This design comes from an exercise in tuning for small area and a short achievable clock period on the open sky130 flow, not from production work.
In this exercise RTL edits were held to simulation tests only and were not proved equivalent to the original.

==> inputs of job 6295 <==
## SYS_CORE
module SYS_CORE (
    input  wire       CLK,
    input  wire       RST,
    input  wire [7:0] RX_P_DATA,
    input  wire       RX_data_valid,
    input  wire       TX_Busy,
    output wire [7:0] TX_P_DATA,
    output wire       TX_DATA_VALID
);
==> module SYS_CORE, before the edit <==
module SYS_CORE (
    input  wire       CLK,
    input  wire       RST,
    input  wire [7:0] RX_P_DATA,
    input  wire       RX_data_valid,
    input  wire       TX_Busy,
    output wire [7:0] TX_P_DATA,
    output wire       TX_DATA_VALID
);
    localparam [3:0] S_IDLE  = 4'd0,
                     S_WADDR = 4'd1,    
                     S_WDATA = 4'd2,    
                     S_RADDR = 4'd3,    
                     S_RWAIT = 4'd4,    
                     S_OPA   = 4'd5,    
                     S_OPB   = 4'd6,    
                     S_FUN   = 4'd7,    
                     S_ARITH = 4'd8,    
                     S_MUL   = 4'd9,
                     S_DIV   = 4'd10,
                     S_SEND  = 4'd11;
    reg  [3:0]  state;
    reg  [3:0]  addr;       
    reg         wp;         
    reg         clr;        
    reg  [3:0]  pos;        
    reg  [7:0]  ring [0:13];
    reg  [7:0]  rf0, rf1;
    reg  [15:0] P;
    wire        rx  = RX_data_valid;
    wire [7:0]  rxd = RX_P_DATA;
    wire [3:0]  f   = rxd[3:0];
    wire        hit = (pos == addr) & ~clr;
    wire        lo_addr = (addr[3:1] == 3'b000);
    wire [7:0]  inj = clr ? 8'h00 : ((wp & hit) ? P[7:0] : ring[0]);
    integer i;
    always @(posedge CLK) begin
        for (i = 0; i < 13; i = i + 1)
            ring[i] <= ring[i+1];
        ring[13] <= inj;
    end
    always @(posedge CLK or negedge RST)
        if (!RST) begin
            pos <= 4'd2;
            clr <= 1'b1;
        end else begin
            pos <= (pos == 4'd15) ? 4'd2 : pos + 4'd1;
            if (pos == 4'd15) clr <= 1'b0;
        end
    always @(posedge CLK or negedge RST)
        if (!RST) begin
            rf0 <= 8'h00;
            rf1 <= 8'h00;
        end else if (rx) begin
            if (state == S_OPA || (state == S_WDATA && addr == 4'd0)) rf0 <= rxd;
            if (state == S_OPB || (state == S_WDATA && addr == 4'd1)) rf1 <= rxd;
        end
    wire [7:0] A = rf0;
    wire [7:0] B = rf1;
    wire        sub = (state == S_DIV) | ((state == S_ARITH) & (addr != 4'd0));
    wire [8:0]  ax  = (state == S_MUL) ? {1'b0, P[15:8]} :
                      (state == S_DIV) ? {P[15:8], P[7]} : {1'b0, P[7:0]};
    wire [7:0]  ay  = (state == S_MUL && !P[0]) ? 8'h00 : B;
    wire [9:0]  sum = {1'b0, ax} + ({2'b00, ay} ^ {10{sub}}) + {9'd0, sub};
    wire        nb  = ~sum[9];              
    wire        eq  = (sum[7:0] == 8'h00);
    wire        last = (addr[2:0] == 3'd7);
    always @(posedge CLK or negedge RST)
        if (!RST) begin
            state <= S_IDLE;
            wp    <= 1'b0;
        end else begin
            if (wp & hit) wp <= 1'b0;
            case (state)
                S_IDLE:
                    if (rx)
                        case (rxd)
                            8'hAA:   state <= S_WADDR;
                            8'hBB:   state <= S_RADDR;
                            8'hCC:   state <= S_OPA;
                            8'hDD:   state <= S_FUN;
                            default: state <= S_IDLE;
                        endcase
                S_WADDR: if (rx) state <= S_WDATA;
                S_WDATA: if (rx) begin
                             state <= S_IDLE;
                             if (!lo_addr) wp <= 1'b1;
                         end
                S_RADDR: if (rx) state <= S_RWAIT;
                S_RWAIT: if (lo_addr | hit) state <= S_SEND;
                S_OPA:   if (rx) state <= S_OPB;
                S_OPB:   if (rx) state <= S_FUN;
                S_FUN:   if (rx)
                             case (f)
                                 4'd0, 4'd1, 4'd9, 4'd10, 4'd11: state <= S_ARITH;
                                 4'd2:    state <= S_MUL;
                                 4'd3:    state <= S_DIV;
                                 default: state <= S_SEND;
                             endcase
                S_ARITH: state <= S_SEND;
                S_MUL:   if (last) state <= S_SEND;
                S_DIV:   if (last) state <= S_SEND;
                S_SEND:  if (!TX_Busy && P[15:8] == 8'h00) state <= S_IDLE;
                default: state <= S_IDLE;
            endcase
        end
    always @(posedge CLK) begin
        case (state)
            S_WADDR, S_RADDR: if (rx) addr <= rxd[3:0];
            S_FUN:            if (rx) addr <= (f[3:1] == 3'b001) ? 4'd0 : f;
            S_MUL, S_DIV:     addr <= addr + 4'd1;
            default: ;
        endcase
    end
    always @(posedge CLK) begin
        case (state)
            S_WDATA: if (rx) P[7:0] <= rxd;
            S_RWAIT:
                if (lo_addr)
                    P <= {8'h00, addr[0] ? B : A};
                else if (hit)
                    P <= {8'h00, ring[0]};
            S_FUN:
                if (rx)
                    case (f)
                        4'd4:    P <= {8'h00, A & B};
                        4'd5:    P <= {8'h00, A | B};
                        4'd6:    P <= {8'hFF, ~(A & B)};
                        4'd7:    P <= {8'hFF, ~(A | B)};
                        4'd8:    P <= 16'h0000;
                        4'd12:   P <= {9'h000, A[7:1]};
                        4'd13:   P <= {7'h00, A, 1'b0};
                        4'd14:   P <= {9'h000, B[7:1]};
                        4'd15:   P <= {7'h00, B, 1'b0};
                        default: P <= {8'h00, A};
                    endcase
            S_ARITH:
                case (addr)
                    4'd0:    P <= {7'h00, sum[8:0]};
                    4'd9:    P <= {15'h0000, eq};
                    4'd10:   P <= {14'h0000, nb & ~eq, 1'b0};
                    4'd11:   P <= {14'h0000, ~nb, ~nb};
                    default: P <= {{8{~nb}}, sum[7:0]};
                endcase
            S_MUL: P <= {sum[8:0], P[7:1]};
            S_DIV:
                if (nb)
                    P <= {last ? 8'h00 : sum[7:0], P[6:0], 1'b1};
                else
                    P <= {last ? 8'h00 : ax[7:0], P[6:0], 1'b0};
            S_SEND: if (!TX_Busy) P <= {8'h00, P[15:8]};
            default: ;
        endcase
    end
    assign TX_P_DATA     = P[7:0];
    assign TX_DATA_VALID = (state == S_SEND) & ~TX_Busy;
endmodule
export LEC_CHECK = 0
export CAP_MARGIN = 20
export CORE_MARGIN = 2
export CORE_UTILIZATION = 40
export SLEW_MARGIN = 20
create_clock -name core_clock -period 28.0 [get_ports {CLK}]
run.sh (not shown) runs the stock make flow with config.mk's settings and CLKGATE_MAP_FILE= SYNTH_SCRIPT=/design/flow/synth_recipe.tcl, a recipe that flattens the netlist after the stock synthesis.
==> inputs of job 3746, as changes to job 6295 <==
==> flow/design.v (replaced) <==
module SYS_CORE (
    input  wire       CLK,
    input  wire       RST,
    input  wire [7:0] RX_P_DATA,
    input  wire       RX_data_valid,
    input  wire       TX_Busy,
    output wire [7:0] TX_P_DATA,
    output wire       TX_DATA_VALID
);
    localparam [3:0] S_IDLE  = 4'd0,
                     S_WADDR = 4'd1,    
                     S_WDATA = 4'd2,    
                     S_RADDR = 4'd3,    
                     S_RWAIT = 4'd4,    
                     S_OPA   = 4'd5,    
                     S_OPB   = 4'd6,    
                     S_FUN   = 4'd7,    
                     S_ARITH = 4'd8,    
                     S_MUL   = 4'd9,
                     S_DIV   = 4'd10,
                     S_SEND  = 4'd11;
    reg  [3:0]  state;
    reg  [3:0]  addr;       
    reg         wp;         
    reg         clr;        
    reg  [3:0]  pos;        
    reg  [7:0]  ring [0:13];
    reg  [7:0]  rf0, rf1;   
    reg  [15:0] P;
    wire        rx  = RX_data_valid;
    wire [7:0]  rxd = RX_P_DATA;
    wire [3:0]  f   = rxd[3:0];
    wire        hit = (pos == addr) & ~clr;
    wire        lo_addr = (addr[3:1] == 3'b000);
    wire [7:0]  inj = clr ? 8'h00 : ((wp & hit) ? P[7:0] : ring[0]);
    integer i;
    always @(posedge CLK) begin
        for (i = 0; i < 13; i = i + 1)
            ring[i] <= ring[i+1];
        ring[13] <= inj;
    end
    always @(posedge CLK or negedge RST)
        if (!RST) begin
            pos <= 4'd2;
            clr <= 1'b1;
        end else begin
            pos <= (pos == 4'd15) ? 4'd2 : pos + 4'd1;
            if (pos == 4'd15) clr <= 1'b0;
        end
    wire       we0 = rx & (state == S_OPA || (state == S_WDATA && addr == 4'd0));
    wire       we1 = rx & (state == S_OPB || (state == S_WDATA && addr == 4'd1));
    wire [7:0] wd  = clr ? 8'h00 : rxd;
    always @(posedge CLK) begin
        if (clr | we0) rf0 <= wd;
        if (clr | we1) rf1 <= wd;
    end
    wire [7:0] A = rf0;
    wire [7:0] B = rf1;
    wire       sub = (state == S_DIV) | ((state == S_ARITH) & ~addr[2] & (addr != 4'd0));
    wire [8:0] ax  = (state == S_MUL) ? {1'b0, P[15:8]} :
                     (state == S_DIV) ? {P[15:8], P[7]} : {1'b0, P[7:0]};
    wire [7:0] ayb = (state == S_MUL && !(P[0] & ~addr[3])) ? 8'h00 : B;
    wire [8:0] ay  = {sub, ayb ^ {8{sub}}};
    wire [8:0] pp  = ax ^ ay;
    wire [8:0] gg  = ax & ay;
    wire [9:0] cc;
    assign cc[0] = sub;
    genvar k;
    generate
        for (k = 0; k < 9; k = k + 1) begin : g_add
            assign cc[k+1] = gg[k] | (pp[k] & cc[k]);
        end
    endgenerate
    wire [8:0] sum = pp ^ cc[8:0];
    wire       nb  = cc[9];                 
    wire       eq  = (sum[7:0] == 8'h00);
    wire        f_add = (addr == 4'd0);
    wire        f_sub = (addr == 4'd1);
    wire        f_inv = (addr[3:1] == 3'b011);       
    wire [7:0]  lg    = {8{addr[1]}} ^ (gg[7:0] | ({8{addr[0]}} & pp[7:0]));
    wire        gt    = nb & ~eq;
    wire        lt    = ~nb;
    wire [7:0]  alo   = addr[3] ? {6'd0,
                                   (addr[1:0] == 2'd2 & gt) | (addr[1:0] == 2'd3 & lt),
                                   (addr[1:0] == 2'd1 & eq) | (addr[1:0] == 2'd3 & lt)}
                      : addr[2] ? lg : sum[7:0];
    wire        ahi   = (f_sub & ~nb) | f_inv;
    wire [15:0] ares  = {{7{ahi}}, ahi | (f_add & sum[8]), alo};
    wire        last = (addr[2:0] == 3'd7);
    always @(posedge CLK or negedge RST)
        if (!RST) begin
            state <= S_IDLE;
            wp    <= 1'b0;
        end else begin
            if (wp & hit) wp <= 1'b0;
            case (state)
                S_IDLE:
                    if (rx)
                        case (rxd)
                            8'hAA:   state <= S_WADDR;
                            8'hBB:   state <= S_RADDR;
                            8'hCC:   state <= S_OPA;
                            8'hDD:   state <= S_FUN;
                            default: state <= S_IDLE;
                        endcase
                S_WADDR: if (rx) state <= S_WDATA;
                S_WDATA: if (rx) begin
                             state <= S_IDLE;
                             if (!lo_addr) wp <= 1'b1;
                         end
                S_RADDR: if (rx) state <= S_RWAIT;
                S_RWAIT: if (lo_addr | hit) state <= S_SEND;
                S_OPA:   if (rx) state <= S_OPB;
                S_OPB:   if (rx) state <= S_FUN;
                S_FUN:   if (rx)
                             case (f)
                                 4'd2, 4'd12, 4'd14: state <= S_MUL;
                                 4'd3, 4'd13, 4'd15: state <= S_DIV;
                                 default:            state <= S_ARITH;
                             endcase
                S_ARITH: state <= S_SEND;
                S_MUL:   if (last) state <= S_SEND;
                S_DIV:   if (last) state <= S_SEND;
                S_SEND:  if (!TX_Busy && P[15:8] == 8'h00) state <= S_IDLE;
                default: state <= S_IDLE;
            endcase
        end
    always @(posedge CLK) begin
        case (state)
            S_WADDR, S_RADDR: if (rx) addr <= rxd[3:0];
            S_FUN:            if (rx) addr <= (f[3:1] == 3'b001) ? 4'd0 :
                                              (f[3:2] == 2'b11)  ? 4'd15 : f;
            S_MUL, S_DIV:     addr <= addr + 4'd1;
            default: ;
        endcase
    end
    wire       selb = (state == S_FUN) ? (f[3:1] == 3'b111) : addr[0];
    wire [7:0] ab   = selb ? B : A;
    always @(posedge CLK) begin
        case (state)
            S_WDATA: if (rx) P[7:0] <= rxd;
            S_RWAIT:
                if (lo_addr)
                    P <= {8'h00, ab};
                else if (hit)
                    P <= {8'h00, ring[0]};
            S_FUN:   if (rx) P <= {8'h00, ab};
            S_ARITH: P <= ares;
            S_MUL:   P <= {sum, P[7:1]};
            S_DIV:
                if (nb & ~addr[3])
                    P <= {last ? 8'h00 : sum[7:0], P[6:0], 1'b1};
                else
                    P <= {(last & ~addr[3]) ? 8'h00 : ax[7:0], P[6:0], 1'b0};
            S_SEND: if (!TX_Busy) P <= {8'h00, P[15:8]};
            default: ;
        endcase
    end
    assign TX_P_DATA     = P[7:0];
    assign TX_DATA_VALID = (state == S_SEND) & ~TX_Busy;
endmodule
==> comparison <==
Of job 3746 and job 6295, job 3746 has the higher core utilization (gap 1.3 points).
Of job 6295 and job 3746, job 6295 has the higher synthesized cell count (gap about 20%, measured against job 3746).
Between job 3746 and job 6295, the lower first-iteration DRC count is in job 3746 (gap 56%, measured against job 6295).
Wire length: job 6295 is larger than job 3746 (23%).
In job 6295 the clock skew is lower than in job 3746, by 3.0 ps.
Between job 3746 and job 6295, the lower setup slack is in job 6295 (gap 1.0 ps).
In job 6295 the cell area is larger than in job 3746, by about 9%.
==> figures <==
	job 6295	job 3746
Result of the run	timing/DRC/antenna clean	timing/DRC/antenna clean
Count of placed standard cells including taps	898	778
Xor and xnor fraction of the mapped netlist area	0.03130	0.03779
Area occupied by registers	0.003496 mm²	0.003576 mm²
Number of tap cells added at floorplan	225	211
Wire length of the first global-routing pass	29010 µm	24320 µm
Worst-case clock skew	16.35 ps	19.37 ps
Multi-input combinational cell area	0.003179 mm²	0.002415 mm²
GRT Overall Usage	0.2111	0.1959
Destination of the worst register-to-register timing path	P[7]	P[1]
Terminating pin of the worst hold path	ring[10][6]	ring[12][5]
Adder-cell share of the synthesized area	0.03238	0.05679
Fraction of registers with async set/reset	0.1646	0.06329
Final Instance Count excl. Fillers	930	810
Placement Cell Area	0.007251 mm²	0.006579 mm²
Fraction of the mapped netlist area in simple logic gates	0.1376	0.1224
DRT Wirelength	18710 µm	15200 µm

[port drivers added, routing unchanged]
The results above use ideal ports. As a check the final layouts listed here were re-extracted and re-timed, cells and wires unchanged. Step 1, drivers: a clkbuf_16 drives CLK and a buf_2 each remaining input, both assumed. Step 2 moves the port delays by t, midway between the first and last clock arrival at a register: inputs arrive t later, outputs are due t later. That takes back most of the time a late clock gives input paths. Slacks: ideal ports / drivers / drivers and shift; pairs: ideal ports / drivers.
| run | t, ns | slack for setup (ns) | worst setup path at the end | worst data-port slew with drivers (ns) |
|---|---|---|---|---|
| job 6295 | 0.470 | 15.535 / 15.514 / 15.514 | input to output | 0.03 |
| job 3746 | 0.461 | 15.536 / 15.514 / 15.514 | input to output | 0.03 |
After both steps every run listed still meets setup and hold. The setup slack of job 3746, which loses most, moves by -0.022 ns with the drivers and by -0.022 ns with both steps.
